Context: an optimization exercise on an open-source flow, tuned for small area. The choices shown serve that exercise and are no tape-out recipe. The RTL was checked by simulation tests, not by an equivalence proof against the original design.

## flow/design.v (module list and top-level ports; edited modules follow where they fit)
// module fir_filter: 15439 lines
// module FA: 4 lines
// module HA: 4 lines
// module HAN: 4 lines
module fir_filter (
    input  wire signed [15:0] i_fir_data_in,
    input  wire               i_fir_en,
    input  wire               i_tap_wr_en,
    input  wire        [5:0]  i_tap_wr_addr,
    input  wire        [15:0] i_tap_wr_data,
    input  wire               i_clk,
    input  wire               i_rst_n,
    output reg  signed [31:0] o_fir_data_out
);
  // ...
==> flow/run.sh <==
#!/bin/bash
# synth_recipe.tcl (not shown) runs the flow's synth.tcl, then flattens the netlist and writes it again
# the make line also repeats each setting of config.mk as NAME=value (left out here)
make -C /OpenROAD-flow-scripts/flow DESIGN_CONFIG=/design/flow/config.mk WORK_HOME=/design/flow/orfs CLKGATE_MAP_FILE= SYNTH_SCRIPT=/design/flow/synth_recipe.tcl finish
==> flow/config.mk <==
export PLATFORM = sky130hd
export DESIGN_NAME = fir_filter
export DESIGN_NICKNAME = fir_filter
export VERILOG_FILES = /design/flow/design.v
export SDC_FILE = /design/flow/constraint.sdc
export NUM_CORES = 8
export LEC_CHECK = 0
export ABC_AREA = 1
export CAP_MARGIN = 30
export CORE_MARGIN = 2
export CORE_UTILIZATION = 30
export CTS_CLUSTER_DIAMETER = 100
export CTS_CLUSTER_SIZE = 30
export PLACE_DENSITY = 0.4
export SLEW_MARGIN = 30
export SYNTH_HIERARCHICAL = 1
export SYNTH_MINIMUM_KEEP_SIZE = 0
==> flow/constraint.sdc <==
create_clock -name core_clock -period 12.0 [get_ports {i_clk}]
set_input_delay 2.4000 -clock core_clock [delete_from_list [all_inputs] [get_ports {i_clk}]]
set_output_delay 2.4000 -clock core_clock [all_outputs]
set_load 0.01 [all_outputs]
==> qor.tcl, run 1 <==
set qor(initial_drc_count) 59544
set qor(multi_input_comb_cells) 26048
set qor(multiInputGateArea_um2) 242000
set qor(timing.critical_path.from) {tap[36][13]$_DFFE_PN1P_}
set qor(dp_hpwl_um) 2390000
set qor(drt-met1-wl_um) 1060000
set qor(failed_checks) {antenna violations}
set qor(globalRoute.totalOverflow) 0
set qor(outcome) {complete, but fails checks}
set qor(most-common-layout-cells) {sky130_fd_sc_hd__fa_1, sky130_fd_sc_hd__o22ai_1, sky130_fd_sc_hd__a21oi_1}
set qor(cp_num_cells) 20
set qor(drtAntennaViolNets) 1
set qor(post_synth_fa_ha_maj_area_fraction_pct) 45.0
set qor(post_route_cells_drive_above_1_share_pct) 7.12
set qor(cp.arrival_ps) 11920
set qor(max_freq_ghz) 0.0925
set qor(post_synth_most_frequent_cells) {sky130_fd_sc_hd__fa_1, sky130_fd_sc_hd__o22ai_1, sky130_fd_sc_hd__a21oi_1}
set qor(seqAreaFraction_pct) 13.8
set qor(rsz_0062_raised_after_global_routing) {false}
set qor(n_clock_buffer) 224
set qor(maxSlewViolCount) 0
set qor(synth.lib_cells_used.distinct) 41
set qor(synth.cell_area_um2) 309000
set qor(met3RoutedLength_um) 440000
==> inputs of run 2 (changes only) <==
--- a/flow/config.mk
+++ b/flow/config.mk
@@ -9,8 +9,6 @@
 export CAP_MARGIN = 30
 export CORE_MARGIN = 2
 export CORE_UTILIZATION = 30
-export CTS_CLUSTER_DIAMETER = 100
-export CTS_CLUSTER_SIZE = 30
 export PLACE_DENSITY = 0.4
 export SLEW_MARGIN = 30
 export SYNTH_HIERARCHICAL = 1
==> run 2 against run 1 <==
  * The layout still fails its checks (antenna violations)
  * Synthesized cell count is the same
  * Maximum frequency up 0.57%
  * First-iteration DRC count decreased by 0.72%
  * Global-route usage hardly changed
  * Hold slack lost 6.6 ps
  * Critical path type unchanged
  * Critical endpoint unchanged
  * Largest cell class unchanged
==> qor.tcl, run 2 <==
set qor(synth_xor_xnor_area_share_pct) 2.57
set qor(regMostFlops) {buffer}
set qor(number_of_register_bits_inferred_by_synthesis) 1801
set qor(met2WireLength_um) 1050000
set qor(cts-buffers-inserted) 291
set qor(tightest_slew_ps) 1420
set qor(maxSlewViolCount) 0 ;# unchanged
set qor(slew-limit-headroom_pct) 5.05
set qor(ys.flop_type) {sky130_fd_sc_hd__dfrtp_1}
set qor(max_cap_violations) 0
set qor(avg_vias_per_cell) 6.80
set qor(synth_top_cell_area_share_pct) 44.6
set qor(synth_enable_flop_cells) 0
set qor(failed_checks) {antenna violations}
set qor(hold_violations) 0
set qor(worstSkewPairLatency_ps) 1150
set qor(synth-compound-area-share_pct) 25.4
set qor(grt_pass1_wl_um) 3440000
set qor(clk_pin_slew_ps) 60
set qor(hold_path.class) {reg -> reg}
set qor(initial_core_util_pct) 30.1
set qor(cts_sinks) 1801
set qor(dp_hpwl_um) 2390000 ;# unchanged
set qor(worst-path-buf-inv) 3
set qor(max_freq_ghz) 0.0930 ;# +0.57%
set qor(area_grow_syn2layout_pct) 8.36
set qor(cpLargestDelayFamily) {adder cells}
set qor(synth_top_family_by_area) {adder cells}
set qor(layout_worst_path_cycle_share_pct) 89.6
set qor(cp-start-kind) {register}
set qor(period_minus_slack_ps) 10750
set qor(core-area_um2) 1030000
set qor(setup_violations) 0
set qor(cts.path.max_buffers) 5
set qor(number_of_i_o_port_buffers) 73
set qor(drt-wirelength-per-cell_um) 61.1
set qor(grt_usage_pct) 52.7
set qor(detail_route.first_pass.iterations) 10
set qor(tritoncts_clock_tree) {done}
set qor(die_area_um2) 1040000
set qor(synth_top_cell_by_area) {sky130_fd_sc_hd__fa_1}
set qor(post_route_cells_drive_above_1_share_pct) 7.41 ;# +0.29 points
set qor(grt_antenna_before_repair) 456
set qor(drt-met1-wl_um) 1060000 ;# -0.22%
set qor(outcome) {complete, but fails checks}
set qor(routed_wirelength_um) 2810000
set qor(cp_cell_sequence) {inv_1 > buf_4 > o22ai_1 > a21oi_1 > fa_1 > fa_1 > fa_1 > fa_1 > fa_1 > fa_1 > fa_1 > fa_1 > fa_1 > fa_1 > fa_1 > fa_1 > fa_1 > fa_1 > nand2_1 > buf_12 > nand2_1}
set qor(crit_slowest_cell) {sky130_fd_sc_hd__dfstp_2}
set qor(synth-seq-area-share_pct) 14.8
set qor(maxUsedRoutingLayer) {met5}
set qor(synth-async-reset-ratio_pct) 100
set qor(postSynthAreaPerCell_um2) 9.17
set qor(number_of_standard_cells_after_synthesis) 33672
set qor(synth.cell_area_um2) 309000 ;# unchanged
set qor(max_ffs_per_register) 867
set qor(cts-root-buf) {sky130_fd_sc_hd__clkbuf_16}
set qor(criticalPathCategory) {reg -> reg}
set qor(fin_worst_hold_slack_ps) 464
set qor(pin_count) 74
set qor(vias) 312806
set qor(timing.critical_path.to_type) {register}
set qor(skew_ps) 106
set qor(synth_simple_gate_area_share_pct) 5.09
set qor(route.detailed.drc) 0
set qor(globalRoute.totalOverflow) 0 ;# unchanged
set qor(tns_ps) 0
set qor(synthMuxAreaShare_pct) 0
set qor(gpl.final_weighted_congestion) 1.16
set qor(rsz_0062_raised_after_global_routing) {false}
set qor(post_synth_fa_ha_maj_area_fraction_pct) 45.0 ;# unchanged
set qor(ys_top_cells_by_area) {sky130_fd_sc_hd__fa_1, sky130_fd_sc_hd__o22ai_1, sky130_fd_sc_hd__dfrtp_1, sky130_fd_sc_hd__a21oi_1, sky130_fd_sc_hd__dfstp_2}
set qor(initial_drc_count) 59117 ;# -0.72%
set qor(die_extent_in_x_um) 1020
set qor(cts_repair_resizes) 0
set qor(worst_endpoint_required_time_ps) 13030
set qor(fillerInstances) 106656
set qor(drtAntennaViolNets) 2 ;# +1
set qor(cts-htree-levels) 5
set qor(most-common-layout-cells) {sky130_fd_sc_hd__fa_1, sky130_fd_sc_hd__o22ai_1, sky130_fd_sc_hd__a21oi_1}
set qor(path_max_fanout) 10
set qor(largest_stage_delay_on_the_critical_path_ps) 1050
set qor(first_global_vias) 281987
set qor(synth.lib_cells_used.distinct) 41 ;# unchanged
set qor(cp.arrival_ps) 11790 ;# -130 ps
set qor(largest_registers) {buffer (867), tap (816)}
set qor(synth.net_count) 40683
set qor(dieHeight_um) 1020
set qor(mostFrequentLayoutCell) {sky130_fd_sc_hd__fa_1}
set qor(cts_setup_buffers) 0
set qor(cts-hold-fix-buffers) 0
set qor(finalNetCount) 38774
set qor(post_synth_most_frequent_cells) {sky130_fd_sc_hd__fa_1, sky130_fd_sc_hd__o22ai_1, sky130_fd_sc_hd__a21oi_1}
set qor(met3RoutedLength_um) 443000 ;# +0.63%
set qor(most_instantiated_library_cell_after_synthesis) {sky130_fd_sc_hd__fa_1}
set qor(timing.critical_path.mode_cell) {sky130_fd_sc_hd__fa_1}
set qor(largest_net_degree_at_the_start_of_global_routing) 152
set qor(yosysWarningCount) 9
set qor(fp-row-count) 372
-- run 2: Yosys stat by module (local to each module, per instance) --
| module | times used | cell area, µm² | flops+latches |
|---|---|---|---|
| fir_filter | 1 | 170000 | 1801 |
| HA | 1 | 12.5 | 0 |
| HAN | 50 | 27.5 | 0 |
| FA | 6874 | 20.0 | 0 |
-- run 2: through the flow --
| step | cells | area [µm²] | utilization, % | setup slack (ps) |
|---|---|---|---|---|
| 3_3_place_gp | 45096 | 322000 | 31.4 | 1010 |
| 6_report | 46008 | 334000 | 32.6 | 1250 |
| 4_1_cts | 45633 | 333000 | 32.5 | 1570 |
| 5_1_grt | 45710 | 334000 | 32.5 | 1450 |
| 3_5_place_dp | 45107 | 323000 | 31.5 | 1540 |
| 2_1_floorplan | 33672 | 309000 | - | 3800 |
-- run 2: worst paths after layout --
| path | from | cells past startpoint | end | slack, ps |
|---|---|---|---|---|
| max | tap[20][7]$_DFFE_PN1P_ | 21 | acc_b[24]$_DFFE_PN1P_ | 1250 |
| min | acc_b[0]$_DFFE_PN1P_ | 2 | acc_b[0]$_DFFE_PN1P_ | 460 |
| max reg2reg | tap[20][7]$_DFFE_PN1P_ | 21 | acc_b[24]$_DFFE_PN1P_ | 1250 |
| min reg2reg | acc_b[0]$_DFFE_PN1P_ | 2 | acc_b[0]$_DFFE_PN1P_ | 460 |
| max in group asynchronous | i_rst_n | 4 | buffer[34][7]$_DFFE_PN0P_ | 7820 |
| min in group asynchronous | i_rst_n | 1 | buffer[40][4]$_DFFE_PN0P_ | 1210 |
-- run 2: cell families after synthesis --
kind of cell,count (synthesis)
buf+inv,5823
compound gates,14032
fa+ha+maj,6969
flops,1801
simple gates,4141
xor+xnor,906
-- run 2: area by class of cell --
class	instances	area, µm²	share of cell area [%]
Timing Repair Buffer	1060	9030	2.70
Sequential cell	1801	45700	13.7
Clock buffer	388	8070	2.41
Multi-Input combinational cell	26048	242000	72.3
Antenna cell	361	903	0.270
Tap cell	13651	17100	5.11
Inverter	2561	9700	2.90
Clock inverter	138	2170	0.648
-- run 2: worst reg2reg max path, cell delays in order (launching register included) --
cell	delay [ps]
sky130_fd_sc_hd__dfstp_2	1050
sky130_fd_sc_hd__inv_1	680
sky130_fd_sc_hd__buf_4	360
sky130_fd_sc_hd__o22ai_1	160
sky130_fd_sc_hd__a21oi_1	110
sky130_fd_sc_hd__fa_1	670
sky130_fd_sc_hd__fa_1	500
sky130_fd_sc_hd__fa_1	660
sky130_fd_sc_hd__fa_1	710
sky130_fd_sc_hd__fa_1	530
sky130_fd_sc_hd__fa_1	530
sky130_fd_sc_hd__fa_1	480
sky130_fd_sc_hd__fa_1	640
sky130_fd_sc_hd__fa_1	570
sky130_fd_sc_hd__fa_1	590
sky130_fd_sc_hd__fa_1	470
sky130_fd_sc_hd__fa_1	440
sky130_fd_sc_hd__fa_1	580
sky130_fd_sc_hd__fa_1	600
sky130_fd_sc_hd__nand2_1	110
sky130_fd_sc_hd__buf_12	200
sky130_fd_sc_hd__nand2_1	70
-- run 2: metal layers --
layer,GRT usage (%),up-vias
li1,-,113152
met1,66.4,166550
met2,67.3,27679
met3,28.1,5201
met4,38.1,224
met5,0.749,-
==> inputs of run 3 (changes only) <==
--- a/flow/config.mk
+++ b/flow/config.mk
@@ -8,8 +8,8 @@
 export ABC_AREA = 1
 export CAP_MARGIN = 30
 export CORE_MARGIN = 2
-export CORE_UTILIZATION = 30
-export PLACE_DENSITY = 0.4
+export CORE_UTILIZATION = 40
+export PLACE_DENSITY = 0.5
 export SLEW_MARGIN = 30
 export SYNTH_HIERARCHICAL = 1
 export SYNTH_MINIMUM_KEEP_SIZE = 0
==> run 3 against run 2 <==
  * Still fails the layout checks on antenna violations
  * Hold slack improved by 8.9 ps
  * Non-clock buffer count decreased by 280
  * Sequential share of layout area increased by 0.32 points
  * First-iteration DRC count rose by 20%
  * Area after synthesis unchanged
  * Register-to-register slack got worse by 510 ps
  * Critical path depth is 2 lower
  * Final cell count down 7.9%
  * Clock skew up 26 ps
  * Highest routed layer unchanged
==> qor.tcl, run 3 <==
set qor(outcome) {complete, but fails checks}
set qor(failed_checks) {antenna violations}
set qor(regMostFlops) {buffer}
set qor(max_cap_violations) 0 ;# unchanged
set qor(ys_top_cells_by_area) {sky130_fd_sc_hd__fa_1, sky130_fd_sc_hd__o22ai_1, sky130_fd_sc_hd__dfrtp_1, sky130_fd_sc_hd__a21oi_1, sky130_fd_sc_hd__dfstp_2}
set qor(detail_route.first_pass.iterations) 20 ;# +10
set qor(number_of_standard_cells_after_synthesis) 33672 ;# unchanged
set qor(post_synth_most_frequent_cells) {sky130_fd_sc_hd__fa_1, sky130_fd_sc_hd__o22ai_1, sky130_fd_sc_hd__a21oi_1}
set qor(final_design_area_no_fill_um2) 327000 ;# -2.3%
set qor(cts-hold-fix-buffers) 0 ;# unchanged
set qor(worst_endpoint_required_time_ps) 13000 ;# -30 ps
set qor(route.detailed.drc) 0 ;# unchanged
set qor(cts_sinks) 1801 ;# unchanged
set qor(rsz_0062_raised_after_global_routing) {false}
set qor(ys.flop_type) {sky130_fd_sc_hd__dfrtp_1}
set qor(synth_top_cell_by_area) {sky130_fd_sc_hd__fa_1}
set qor(dpl.cell_count) 41384 ;# -8.3%
set qor(grt_antenna_before_repair) 425 ;# -6.8%
set qor(worst_r2r_startpoint) {buffer[40][10]$_DFFE_PN0P_}
set qor(drtAntennaViolNets) 1 ;# -1
set qor(cp-start-kind) {register}
set qor(layout_worst_path_cycle_share_pct) 93.9 ;# +4.3 points
set qor(drt-wirelength-per-cell_um) 59.9 ;# -2.0%
set qor(cts-root-buf) {sky130_fd_sc_hd__clkbuf_16}
set qor(hold_violations) 0 ;# unchanged
set qor(cts-buffers-inserted) 262 ;# -10%
set qor(met2WireLength_um) 881000 ;# -16%
set qor(cpLargestDelayFamily) {adder cells}
set qor(place_area_um2) 316000 ;# -2.2%
set qor(min_from) {acc_a[0]$_DFFE_PN1P_}
set qor(area_grow_syn2layout_pct) 5.89
set qor(max_freq_ghz) 0.0888 ;# -4.6%
set qor(worst_r2r_path_depth) 19 ;# -9.5%
set qor(number_of_register_bits_inferred_by_synthesis) 1801 ;# unchanged
set qor(met3RoutedLength_um) 507000 ;# +14%
set qor(avg_vias_per_cell) 7.67 ;# +13%
set qor(synth_top_cell_area_share_pct) 44.6 ;# unchanged
set qor(die_extent_in_x_um) 882 ;# -13%
set qor(pin_count) 74 ;# unchanged
set qor(vias) 325051 ;# +3.9%
set qor(drt-met1-wl_um) 836000 ;# -21%
set qor(criticalPathCategory) {reg -> reg}
set qor(slew-limit-headroom_pct) 10.5 ;# +5.4 points
set qor(initial_drc_count) 71161 ;# +20%
set qor(hold_path.class) {reg -> reg}
set qor(core-area_um2) 769000 ;# -25%
set qor(synth-async-reset-ratio_pct) 100 ;# unchanged
set qor(maxSlewViolCount) 0 ;# unchanged
set qor(path_max_fanout) 15 ;# +5
set qor(globalRoute.totalOverflow) 0 ;# unchanged
set qor(worstSkewPairLatency_ps) 1180 ;# +30 ps
set qor(tns_ps) 0 ;# unchanged
set qor(worst_hold_path.endpoint) {acc_a[0]$_DFFE_PN1P_}
set qor(largest_stage_delay_on_the_critical_path_ps) 1290 ;# +240 ps
set qor(fillerInstances) 74472 ;# -30%
set qor(largest_net_degree_at_the_start_of_global_routing) 166 ;# +9.2%
set qor(most_instantiated_library_cell_after_synthesis) {sky130_fd_sc_hd__fa_1}
set qor(most-common-layout-cells) {sky130_fd_sc_hd__fa_1, sky130_fd_sc_hd__o22ai_1, sky130_fd_sc_hd__a21oi_1}
set qor(cts_setup_buffers) 0 ;# unchanged
set qor(postSynthAreaPerCell_um2) 9.17 ;# unchanged
set qor(final_cell_count_no_fill) 42371 ;# -7.9%
set qor(postLayoutCoreUtil_pct) 42.5 ;# +9.9 points
set qor(dp_hpwl_um) 2130000 ;# -11%
set qor(worst-path-buf-inv) 1 ;# -2
set qor(cts-htree-levels) 5 ;# unchanged
set qor(yosysWarningCount) 9 ;# unchanged
set qor(first_global_vias) 287379 ;# +1.9%
set qor(cp.arrival_ps) 12270 ;# +480 ps
set qor(dieHeight_um) 882 ;# -13%
set qor(timing.critical_path.to_type) {register}
set qor(setup_violations) 0 ;# unchanged
set qor(initial_core_util_pct) 40.2 ;# +10 points
set qor(synth_enable_flop_cells) 0 ;# unchanged
set qor(maxUsedRoutingLayer) {met5}
set qor(cts_repair_resizes) 0 ;# unchanged
set qor(r2r_end) {acc_b[21]$_DFFE_PN1P_}
set qor(synth-seq-area-share_pct) 14.8 ;# unchanged
set qor(clk_pin_slew_ps) 60 ;# about the same
set qor(routed_wirelength_um) 2540000 ;# -9.7%
set qor(tightest_slew_ps) 1340 ;# -85.2 ps
set qor(synth.cell_area_um2) 309000 ;# unchanged
set qor(crit_slowest_cell) {sky130_fd_sc_hd__fa_1}
set qor(grt_usage_pct) 63.3 ;# +11 points
set qor(tritoncts_clock_tree) {done}
set qor(gpl.final_weighted_congestion) 1.27 ;# +9.2%
set qor(synth.lib_cells_used.distinct) 41 ;# unchanged
set qor(synth.net_count) 40683 ;# unchanged
set qor(fp-row-count) 322 ;# -13%
set qor(finalNetCount) 38465 ;# -0.80%
set qor(timing.reg2reg.setup_slack_ps) 730 ;# -510 ps
set qor(mostFrequentLayoutCell) {sky130_fd_sc_hd__fa_1}
set qor(grt_pass1_wl_um) 3150000 ;# -8.5%
set qor(post_route_cells_drive_above_1_share_pct) 6.16 ;# -1.3 points
set qor(period_minus_slack_ps) 11270 ;# +514 ps
set qor(max_ffs_per_register) 867 ;# unchanged
set qor(skew_ps) 132 ;# +25.5 ps
set qor(die_area_um2) 779000 ;# -25%
set qor(cp_cell_sequence) {nor2_1 > inv_1 > o22ai_1 > a21oi_1 > fa_1 > fa_1 > fa_1 > fa_1 > fa_1 > fa_1 > fa_1 > fa_1 > fa_1 > fa_1 > fa_1 > fa_1 > fa_1 > nand2_1 > nand2_1}
set qor(timing.critical_path.mode_cell) {sky130_fd_sc_hd__fa_1}
set qor(largest_registers) {buffer (867), tap (816)}
set qor(worst_hold_path.num_cells) 2 ;# unchanged
set qor(number_of_i_o_port_buffers) 73 ;# unchanged
set qor(cts.path.max_buffers) 4 ;# -1
-- run 3: modules after synthesis, one instance, submodules excluded --
module / flip-flops and latches / cell area, µm²
FA: 0 / 20.0
HA: 0 / 12.5
HAN: 0 / 27.5
fir_filter: 1801 / 170000
-- run 3: worst reg2reg max path: stages (launching register included) --
cell and delay, ps:
sky130_fd_sc_hd__dfrtp_1 480, sky130_fd_sc_hd__nor2_1 200, sky130_fd_sc_hd__inv_1 300, sky130_fd_sc_hd__o22ai_1 240, sky130_fd_sc_hd__a21oi_1 100, sky130_fd_sc_hd__fa_1 640
sky130_fd_sc_hd__fa_1 700, sky130_fd_sc_hd__fa_1 1290, sky130_fd_sc_hd__fa_1 890, sky130_fd_sc_hd__fa_1 600, sky130_fd_sc_hd__fa_1 1140, sky130_fd_sc_hd__fa_1 600
sky130_fd_sc_hd__fa_1 510, sky130_fd_sc_hd__fa_1 640, sky130_fd_sc_hd__fa_1 480, sky130_fd_sc_hd__fa_1 410, sky130_fd_sc_hd__fa_1 460, sky130_fd_sc_hd__fa_1 940
sky130_fd_sc_hd__nand2_1 370, sky130_fd_sc_hd__nand2_1 160
-- run 3: how the worst max path moves through the flow --
| stage | startpoint | slack [ps] | cells after the start | endpoint |
|---|---|---|---|---|
| after global placement | i_fir_data_in[0] | 780 | 42 | macc_n[19]$_DFFE_PN1P_ |
| final | buffer[40][10]$_DFFE_PN0P_ | 730 | 19 | acc_b[21]$_DFFE_PN1P_ |
| after floorplan | i_fir_data_in[1] | 3800 | 38 | macc_n[19]$_DFFE_PN1P_ |
| after detailed placement | i_fir_data_in[1] | 1360 | 42 | macc_n[19]$_DFFE_PN1P_ |
| after CTS | buffer[50][8]$_DFFE_PN0P_ | 1640 | 30 | acc_a[31]$_DFFE_PN1P_ |
| after global routing | tap[40][4]$_DFFE_PN0P_ | 1130 | 18 | acc_b[21]$_DFFE_PN1P_ |
-- run 3: metal layers --
layer	up-vias	GRT usage (%)
met5	-	10.5
li1	112727	-
met4	230	56.0
met1	165043	70.7
met3	9528	48.1
met2	37523	75.3
-- run 3: kinds of logic (layout without fill, tap and decap cells) --
family	count (synthesis)	in the layout	share of synthesized area, %
and+or+nand+nor	4141	4141	5.09
adders and majority gates	6969	6969	45.0
buffers and inverters	5823	3820	7.11
xor gates and xnor gates	906	906	2.57
AOI/OAI and AO/OA	14032	14032	25.4
other	0	496	0
DFF	1801	1801	14.8
-- run 3: cell type report --
cell class	instances	area, µm²	area share [%]
inverter	2561	9690	2.97
multi-input combinational	26048	241000	73.9
tap	10206	12800	3.91
clock inverter	135	2240	0.685
antenna	496	1240	0.380
clock buffer	344	7200	2.20
sequential	1801	45700	14.0
timing repair buffer	780	6470	1.98
-- run 3: stage by stage --
stage,hold WS (ps),setup WS (ps)
finish,473,732
global route,486,1130
CTS,472,1640
detailed placement,464,1360
global placement,456,783
floorplan,444,3800
==> inputs of run 4 (changes only) <==
--- a/flow/config.mk
+++ b/flow/config.mk
@@ -8,8 +8,8 @@
 export ABC_AREA = 1
 export CAP_MARGIN = 30
 export CORE_MARGIN = 2
-export CORE_UTILIZATION = 40
-export PLACE_DENSITY = 0.5
+export CORE_UTILIZATION = 45
+export PLACE_DENSITY = 0.55
 export SLEW_MARGIN = 30
 export SYNTH_HIERARCHICAL = 1
 export SYNTH_MINIMUM_KEEP_SIZE = 0
==> run 4 against run 3 <==
  * Fails layout checks on max-slew violations
  * Register-to-register slack improved by 170 ps
  * Largest cell class unchanged
  * Maximum frequency is 1.5% higher
  * Final area down 0.56%
  * Sequential cell count unchanged
  * Global-route usage up 5.1 points
  * Area after synthesis is the same
==> qor.tcl, run 4 <==
set qor(area_grow_syn2layout_pct) 5.29
set qor(crit_slowest_cell) {sky130_fd_sc_hd__fa_1}
set qor(post_route_cells_drive_above_1_share_pct) 5.88 ;# -0.27 points
set qor(cts.path.max_buffers) 4 ;# unchanged
set qor(worst_r2r_startpoint) {tap[21][14]$_DFFE_PN0P_}
set qor(die_area_um2) 693000 ;# -11%
set qor(hold_violations) 0 ;# unchanged
set qor(max_cap_violations) 0 ;# unchanged
set qor(route.detailed.drc) 0 ;# unchanged
set qor(globalRoute.totalOverflow) 0 ;# unchanged
set qor(fin_worst_hold_slack_ps) 467 ;# -5.53 ps
set qor(largest_net_degree_at_the_start_of_global_routing) 174 ;# +4.8%
set qor(number_of_register_bits_inferred_by_synthesis) 1801 ;# unchanged
set qor(synth_top_cell_by_area) {sky130_fd_sc_hd__fa_1}
set qor(timing.critical_path.to_type) {register}
set qor(worst_hold_path.endpoint) {acc_a[0]$_DFFE_PN1P_}
set qor(post_synth_fa_ha_maj_area_fraction_pct) 45.0 ;# unchanged
set qor(dp_hpwl_um) 2020000 ;# -5.1%
set qor(largest_stage_delay_on_the_critical_path_ps) 1320 ;# +30 ps
set qor(failed_checks) {max-slew violations}
set qor(outcome) {complete, but fails checks}
set qor(synth-async-reset-ratio_pct) 100 ;# unchanged
set qor(grt_usage_pct) 68.4 ;# +5.1 points
set qor(tightest_slew_ps) 1640 ;# +305 ps
set qor(pin_count) 74 ;# unchanged
set qor(synth-compound-area-share_pct) 25.4 ;# unchanged
set qor(synth_top_cell_area_share_pct) 44.6 ;# unchanged
set qor(cts_setup_buffers) 0 ;# unchanged
set qor(yosysWarningCount) 9 ;# unchanged
set qor(worstSkewPairLatency_ps) 1160 ;# -20 ps
set qor(synth_xor_xnor_area_share_pct) 2.57 ;# unchanged
set qor(cpLargestDelayFamily) {adder cells}
set qor(timing.critical_path.mode_cell) {sky130_fd_sc_hd__fa_1}
set qor(initial_core_util_pct) 45.1 ;# +5.0 points
set qor(synth_enable_flop_cells) 0 ;# unchanged
set qor(path_max_fanout) 16 ;# +1
set qor(regMostFlops) {buffer}
set qor(worst-path-buf-inv) 5 ;# +4
set qor(most-common-layout-cells) {sky130_fd_sc_hd__fa_1, sky130_fd_sc_hd__o22ai_1, sky130_fd_sc_hd__a21oi_1}
set qor(cts_repair_resizes) 0 ;# unchanged
set qor(number_of_i_o_port_buffers) 73 ;# unchanged
set qor(synth_simple_gate_area_share_pct) 5.09 ;# unchanged
set qor(grt_pass1_wl_um) 3060000 ;# -3.0%
set qor(setup_violations) 0 ;# unchanged
set qor(detail_route.first_pass.iterations) 23 ;# +15%
set qor(layout_worst_path_cycle_share_pct) 92.5 ;# -1.4 points
set qor(worst_hold_path.num_cells) 2 ;# unchanged
set qor(r2r_end) {acc_a[31]$_DFFE_PN1P_}
set qor(ys_top_cells_by_area) {sky130_fd_sc_hd__fa_1, sky130_fd_sc_hd__o22ai_1, sky130_fd_sc_hd__dfrtp_1, sky130_fd_sc_hd__a21oi_1, sky130_fd_sc_hd__dfstp_2}
set qor(grt_antenna_before_repair) 371 ;# -13%
set qor(synth_top_family_by_area) {adder cells}
set qor(ys.flop_type) {sky130_fd_sc_hd__dfrtp_1}
set qor(dieHeight_um) 832 ;# -5.7%
set qor(layout.area.seq_um2) 45700 ;# unchanged
set qor(period_minus_slack_ps) 11100 ;# -166 ps
set qor(finalNetCount) 38398 ;# -0.17%
set qor(criticalPathCategory) {reg -> reg}
set qor(mostFrequentLayoutCell) {sky130_fd_sc_hd__fa_1}
set qor(rsz_0062_raised_after_global_routing) {false}
set qor(maxSlewViolCount) 15 ;# +15
set qor(number_of_standard_cells_after_synthesis) 33672 ;# unchanged
set qor(max_freq_ghz) 0.0901 ;# +1.5%
set qor(synth.cell_area_um2) 309000 ;# unchanged
set qor(cts-hold-fix-buffers) 0 ;# unchanged
set qor(cp-start-kind) {register}
set qor(cts-buffers-inserted) 262 ;# unchanged
set qor(post_synth_most_frequent_cells) {sky130_fd_sc_hd__fa_1, sky130_fd_sc_hd__o22ai_1, sky130_fd_sc_hd__a21oi_1}
set qor(vias) 333887 ;# +2.7%
set qor(die_extent_in_x_um) 832 ;# -5.7%
set qor(post-place-ws_ps) 1800 ;# +439 ps
set qor(timing.reg2reg.setup_slack_ps) 900 ;# +170 ps
set qor(worst_endpoint_required_time_ps) 13020 ;# +20 ps
set qor(cts-root-buf) {sky130_fd_sc_hd__clkbuf_16}
set qor(skew_ps) 104 ;# -27.6 ps
set qor(cp.arrival_ps) 12120 ;# -150 ps
set qor(fp-row-count) 304 ;# -5.6%
set qor(synth.lib_cells_used.distinct) 41 ;# unchanged
set qor(largest_registers) {buffer (867), tap (816)}
set qor(tritoncts_clock_tree) {done}
set qor(worst_r2r_path_depth) 27 ;# +8
set qor(synth.net_count) 40683 ;# unchanged
set qor(tns_ps) 0 ;# unchanged
set qor(synthMuxAreaShare_pct) 0 ;# unchanged
set qor(drtAntennaViolNets) 0 ;# -1
set qor(cts-htree-levels) 5 ;# unchanged
set qor(max_ffs_per_register) 867 ;# unchanged
set qor(synth-seq-area-share_pct) 14.8 ;# unchanged
set qor(drt-wirelength-per-cell_um) 59.2 ;# -1.2%
set qor(routed_wirelength_um) 2450000 ;# -3.6%
set qor(cts_sinks) 1801 ;# unchanged
set qor(final.setup.worst_slack_ps) 898 ;# +166 ps
set qor(core-area_um2) 684000 ;# -11%
set qor(slew-limit-headroom_pct) -9.63 ;# -20 points
set qor(most_instantiated_library_cell_after_synthesis) {sky130_fd_sc_hd__fa_1}
set qor(avg_vias_per_cell) 8.08 ;# +5.3%
set qor(gpl.final_weighted_congestion) 1.31 ;# +2.8%
set qor(min_from) {acc_a[0]$_DFFE_PN1P_}
set qor(fillerInstances) 63965 ;# -14%
set qor(postSynthAreaPerCell_um2) 9.17 ;# unchanged
set qor(multiInputGateArea_um2) 241000 ;# about the same
set qor(first_global_vias) 292070 ;# +1.6%
set qor(hold_path.class) {reg -> reg}
set qor(clk_pin_slew_ps) 70 ;# about the same
set qor(initial_drc_count) 80617 ;# +13%
[run 4: cell counts after synthesis]
Identical to the previous run, type by type.
[run 4: worst max path at each step]
| stage | slack (ps) | end | depth (start not counted) | from |
|---|---|---|---|---|
| floorplan | 3800 | macc_n[19]$_DFFE_PN1P_ | 38 | i_fir_data_in[1] |
| global placement | 1360 | macc_n[19]$_DFFE_PN1P_ | 40 | i_fir_data_in[0] |
| detailed placement | 1800 | macc_n[19]$_DFFE_PN1P_ | 40 | i_fir_data_in[0] |
| CTS | 1930 | acc_b[20]$_DFFE_PN1P_ | 20 | tap[41][15]$_DFFE_PN0P_ |
| global route | 1500 | acc_b[25]$_DFFE_PN1P_ | 19 | buffer[46][2]$_DFFE_PN0P_ |
| finish | 900 | acc_a[31]$_DFFE_PN1P_ | 27 | tap[21][14]$_DFFE_PN0P_ |
[run 4: logic make-up (layout without fill, tap and decap cells)]
group / after synthesis / in the layout
buffers and inverters: 5823 / 3752
DFF: 1801 / 1801
and+or+nand+nor: 4141 / 4141
adders and majority gates: 6969 / 6969
other: 0 / 713
xor gates and xnor gates: 906 / 906
AOI/OAI and AO/OA: 14032 / 14032
[run 4: Yosys stat by module (local to each module, per instance)]
module,cells inside,flip-flops and latches,cell area (µm²),copies in the design
HA,1,0,12.5,1
FA,1,0,20.0,6874
fir_filter,26547,1801,170000,1
HAN,5,0,27.5,50
[run 4: routing by layer]
metal / track usage (%) / up-vias / wire [µm]
li1: - / 112836 / -
met1: 72.9 / 166120 / 760000
met2: 80.1 / 42114 / 832000
met3: 55.6 / 12507 / 514000
met4: 63.7 / 310 / 321000
met5: 21.5 / - / 18600
[run 4: layout make-up]
cell class	instances	area share, %
Multi-Input combinational cell	26048	74.3
Clock inverter	115	0.499
Timing Repair Buffer	713	1.85
Sequential cell	1801	14.1
Inverter	2561	2.98
Clock buffer	363	2.28
Tap cell	9027	3.48
Antenna cell	713	0.549
[run 4: worst min-delay path, cell delays in order (launching register included)]
cell	delay [ps]
sky130_fd_sc_hd__dfstp_2	370
sky130_fd_sc_hd__nand2_1	50
sky130_fd_sc_hd__nand2_1	50
[run 4: per-stage QoR]
| stage | util [%] | std cells | area (µm²) |
|---|---|---|---|
| after global placement | 45.8 | 40141 | 314000 |
| after floorplan | - | 33672 | 309000 |
| after global routing | 47.3 | 40905 | 324000 |
| after detailed placement | 45.9 | 40147 | 314000 |
| final | 47.5 | 41341 | 325000 |
| after CTS | 47.2 | 40625 | 323000 |
==> inputs of run 5 (changes only) <==
--- a/flow/config.mk
+++ b/flow/config.mk
@@ -8,8 +8,10 @@
 export ABC_AREA = 1
 export CAP_MARGIN = 30
 export CORE_MARGIN = 2
-export CORE_UTILIZATION = 45
-export PLACE_DENSITY = 0.55
+export CORE_UTILIZATION = 30
+export CTS_CLUSTER_DIAMETER = 100
+export CTS_CLUSTER_SIZE = 30
+export PLACE_DENSITY = 0.45
 export SLEW_MARGIN = 30
 export SYNTH_HIERARCHICAL = 1
 export SYNTH_MINIMUM_KEEP_SIZE = 0
==> run 5 against run 4 <==
  * Fails layout checks on antenna violations
  * Critical path depth fell by 8
  * Area after synthesis did not move
  * Global-route usage fell by 18 points
  * Largest cell class unchanged
  * Synthesized cell count did not move
  * Sequential cell count did not move
==> qor.tcl, run 5 <==
set qor(post_synth_fa_ha_maj_area_fraction_pct) 45.0 ;# unchanged
set qor(min_from) {acc_b[0]$_DFFE_PN1P_}
set qor(cts-htree-levels) 4 ;# -1
set qor(rsz_0062_raised_after_global_routing) {false}
set qor(cpLargestDelayFamily) {adder cells}
set qor(criticalPathCategory) {reg -> reg}
set qor(finalNetCount) 38636 ;# +0.62%
set qor(cts_sinks) 1801 ;# unchanged
set qor(layout_worst_path_cycle_share_pct) 90.0 ;# -2.5 points
set qor(grt_antenna_before_repair) 388 ;# +4.6%
set qor(cts_repair_resizes) 0 ;# unchanged
set qor(synth-compound-area-share_pct) 25.4 ;# unchanged
set qor(number_of_i_o_port_buffers) 73 ;# unchanged
set qor(dp_hpwl_um) 2280000 ;# +13%
set qor(timing.critical_path.to_type) {register}
set qor(hold_path.class) {reg -> reg}
set qor(drt-wirelength-per-cell_um) 58.4 ;# -1.2%
set qor(final_design_area_no_fill_um2) 330000 ;# +1.7%
set qor(worst_hold_path.num_cells) 2 ;# unchanged
set qor(synth.net_count) 40683 ;# unchanged
set qor(place_area_um2) 322000 ;# +2.6%
set qor(tns_ps) 0 ;# unchanged
set qor(cts_setup_buffers) 0 ;# unchanged
set qor(cp-start-kind) {register}
set qor(globalRoute.totalOverflow) 0 ;# unchanged
set qor(ys_top_cells_by_area) {sky130_fd_sc_hd__fa_1, sky130_fd_sc_hd__o22ai_1, sky130_fd_sc_hd__dfrtp_1, sky130_fd_sc_hd__a21oi_1, sky130_fd_sc_hd__dfstp_2}
set qor(largest_stage_delay_on_the_critical_path_ps) 990 ;# -330 ps
set qor(hold_violations) 0 ;# unchanged
set qor(postLayoutCoreUtil_pct) 32.2 ;# -15 points
set qor(cp_cell_sequence) {clkinv_1 > o22ai_1 > xor2_1 > buf_4 > fa_1 > fa_1 > fa_1 > fa_1 > fa_1 > fa_1 > fa_1 > fa_1 > fa_1 > fa_1 > fa_1 > fa_1 > fa_1 > nand2_1 > nand2_1}
set qor(number_of_register_bits_inferred_by_synthesis) 1801 ;# unchanged
set qor(route.detailed.drc) 0 ;# unchanged
set qor(synth_top_family_by_area) {adder cells}
set qor(timing.reg2reg.setup_slack_ps) 1200 ;# +300 ps
set qor(initial_core_util_pct) 30.1 ;# -15 points
set qor(period_minus_slack_ps) 10800 ;# -303 ps
set qor(most-common-layout-cells) {sky130_fd_sc_hd__fa_1, sky130_fd_sc_hd__o22ai_1, sky130_fd_sc_hd__a21oi_1}
set qor(cts-hold-fix-buffers) 0 ;# unchanged
set qor(area_grow_syn2layout_pct) 7.03
set qor(grt_usage_pct) 50.2 ;# -18 points
set qor(outcome) {complete, but fails checks}
set qor(synth.cell_area_um2) 309000 ;# unchanged
set qor(cp.arrival_ps) 11840 ;# -280 ps
set qor(timing.critical_path.mode_cell) {sky130_fd_sc_hd__fa_1}
set qor(mostFrequentLayoutCell) {sky130_fd_sc_hd__fa_1}
set qor(crit_slowest_cell) {sky130_fd_sc_hd__fa_1}
set qor(post_synth_most_frequent_cells) {sky130_fd_sc_hd__fa_1, sky130_fd_sc_hd__o22ai_1, sky130_fd_sc_hd__a21oi_1}
set qor(synth-async-reset-ratio_pct) 100 ;# unchanged
set qor(max_freq_ghz) 0.0926 ;# +2.8%
set qor(detail_route.first_pass.iterations) 9 ;# -61%
set qor(ys.flop_type) {sky130_fd_sc_hd__dfrtp_1}
set qor(post-place-ws_ps) 1630 ;# -163 ps
set qor(routed_wirelength_um) 2670000 ;# +9.4%
set qor(gpl.final_weighted_congestion) 1.21 ;# -7.4%
set qor(maxSlewViolCount) 0 ;# -15
set qor(pin_count) 74 ;# unchanged
set qor(worst_r2r_path_depth) 19 ;# -30%
set qor(die_area_um2) 1040000 ;# +50%
set qor(core-area_um2) 1030000 ;# +50%
set qor(setup_violations) 0 ;# unchanged
set qor(synthMuxAreaShare_pct) 0 ;# unchanged
set qor(synth_top_cell_area_share_pct) 44.6 ;# unchanged
set qor(synth_simple_gate_area_share_pct) 5.09 ;# unchanged
set qor(skew_ps) 124 ;# +19.9 ps
set qor(avg_vias_per_cell) 6.74 ;# -16%
set qor(postSynthAreaPerCell_um2) 9.17 ;# unchanged
set qor(failed_checks) {antenna violations}
set qor(max_ffs_per_register) 867 ;# unchanged
set qor(most_instantiated_library_cell_after_synthesis) {sky130_fd_sc_hd__fa_1}
set qor(worst_r2r_startpoint) {tap[35][7]$_DFFE_PN0P_}
set qor(dieHeight_um) 1020 ;# +22%
set qor(grt_pass1_wl_um) 3310000 ;# +8.3%
set qor(cts.path.max_buffers) 5 ;# +1
set qor(synth_top_cell_by_area) {sky130_fd_sc_hd__fa_1}
set qor(final.setup.worst_slack_ps) 1200 ;# +303 ps
set qor(cts-root-buf) {sky130_fd_sc_hd__clkbuf_16}
set qor(worst-path-buf-inv) 2 ;# -3
set qor(worst_hold_path.endpoint) {acc_b[0]$_DFFE_PN1P_}
set qor(cts-buffers-inserted) 192 ;# -27%
set qor(initial_drc_count) 57703 ;# -28%
set qor(clk_pin_slew_ps) 90 ;# +20 ps
set qor(drtAntennaViolNets) 1 ;# +1
set qor(tritoncts_clock_tree) {done}
set qor(synth.lib_cells_used.distinct) 41 ;# unchanged
set qor(largest_registers) {buffer (867), tap (816)}
set qor(worstSkewPairLatency_ps) 1210 ;# +50 ps
set qor(fin_worst_hold_slack_ps) 468 ;# +1.26 ps
set qor(r2r_end) {acc_a[26]$_DFFE_PN1P_}
set qor(slew-limit-headroom_pct) 12.4 ;# +22 points
set qor(die_extent_in_x_um) 1020 ;# +22%
set qor(max_cap_violations) 0 ;# unchanged
set qor(post_route_cells_drive_above_1_share_pct) 6.76 ;# +0.88 points
set qor(yosysWarningCount) 9 ;# unchanged
set qor(tightest_slew_ps) 1310 ;# -334 ps
set qor(largest_net_degree_at_the_start_of_global_routing) 154 ;# -11%
set qor(synth_xor_xnor_area_share_pct) 2.57 ;# unchanged
set qor(timing.critical_path.from) {tap[35][7]$_DFFE_PN0P_}
set qor(first_global_vias) 280349 ;# -4.0%
set qor(regMostFlops) {buffer}
set qor(number_of_standard_cells_after_synthesis) 33672 ;# unchanged
set qor(worst_endpoint_required_time_ps) 13040 ;# +20 ps
set qor(synth_enable_flop_cells) 0 ;# unchanged
set qor(synth-seq-area-share_pct) 14.8 ;# unchanged
set qor(fillerInstances) 106797 ;# +67%
set qor(fp-row-count) 372 ;# +22%
set qor(vias) 308659 ;# -7.6%
set qor(path_max_fanout) 3 ;# -13
-- run 5: cell counts after synthesis --
No cell type changed its count.
-- run 5: worst min-delay path, cell delays in order, from the launching register on --
cell and delay, ps:
sky130_fd_sc_hd__dfstp_2 370, sky130_fd_sc_hd__nand2_1 60, sky130_fd_sc_hd__nand2_1 40
-- run 5: cell type report --
class | count | area [µm²] | share of cell area (%)
Multi-Input combinational cell | 26048 | 242000 | 73.1
Sequential cell | 1801 | 45700 | 13.8
Tap cell | 13651 | 17100 | 5.17
Inverter | 2561 | 9700 | 2.93
Timing Repair Buffer | 1021 | 8300 | 2.51
Clock buffer | 206 | 4940 | 1.49
Clock inverter | 139 | 2230 | 0.675
Antenna cell | 340 | 851 | 0.258
-- run 5: per-stage QoR --
stage / instances
floorplan: 33672
global placement: 45069
detailed placement: 45078
CTS: 45423
global route: 45554
finish: 45767
-- run 5: layer usage --
metal | GRT usage (%) | vias up | wire length (µm)
met4 | 33.3 | 174 | 229000
met1 | 63.5 | 164293 | 1010000
li1 | - | 112652 | -
met3 | 28.1 | 4674 | 438000
met2 | 64.2 | 26866 | 994000
met5 | 0 | - | 1280
-- run 5: worst max-delay path by stage --
stage	to	slack (ps)	cells after the start
after detailed placement	macc_n[19]$_DFFE_PN1P_	1630	40
after CTS	acc_b[19]$_DFFE_PN1P_	1740	19
after global routing	acc_b[19]$_DFFE_PN1P_	1440	20
after global placement	macc_n[19]$_DFFE_PN1P_	1080	40
final	acc_a[26]$_DFFE_PN1P_	1200	19
after floorplan	macc_n[19]$_DFFE_PN1P_	3800	38
-- run 5: logic make-up after synthesis --
group / Yosys count
adder cells (fa/ha/maj): 6969
AO/OA/AOI/OAI: 14032
buffers and inverters: 5823
AND/OR/NAND/NOR: 4141
flip-flops: 1801
XOR/XNOR: 906
-- run 5: modules after synthesis (local to each module, per instance) --
module	flops+latches	cell area, µm²
HAN	0	27.5
HA	0	12.5
FA	0	20.0
fir_filter	1801	170000

## separate check: timing with driven ports
No port has a modelled driver above. Below, the same layouts with a new extraction and two added sets of constraints.
Step 1 assumes that a clkbuf_16 drives the clock port and a buf_2 every other input.
Step 2 adds t to the input delays and takes it off the output delays; t is the mean of the earliest and latest rising clock arrival at the registers after step 1. Input paths then give back, and output paths get back, about the clock's delay inside the block.
Slacks: ideal / step 1 / step 2; pairs: ideal / step 1.
run | t, ns | setup slack, ns | hold WS [ns]
run 1 | 1.337 | 1.186 / 1.186 / 1.186 | 0.470 / 0.470 / 0.470
run 2 | 1.286 | 1.247 / 1.247 / 1.247 | 0.464 / 0.464 / 0.464
run 3 | 1.277 | 0.732 / 0.732 / 0.732 | 0.473 / 0.473 / 0.473
run 4 | 1.272 | 0.898 / 0.898 / 0.898 | 0.467 / 0.467 / 0.467
run 5 | 1.315 | 1.201 / 1.201 / 1.201 | 0.468 / 0.468 / 0.468
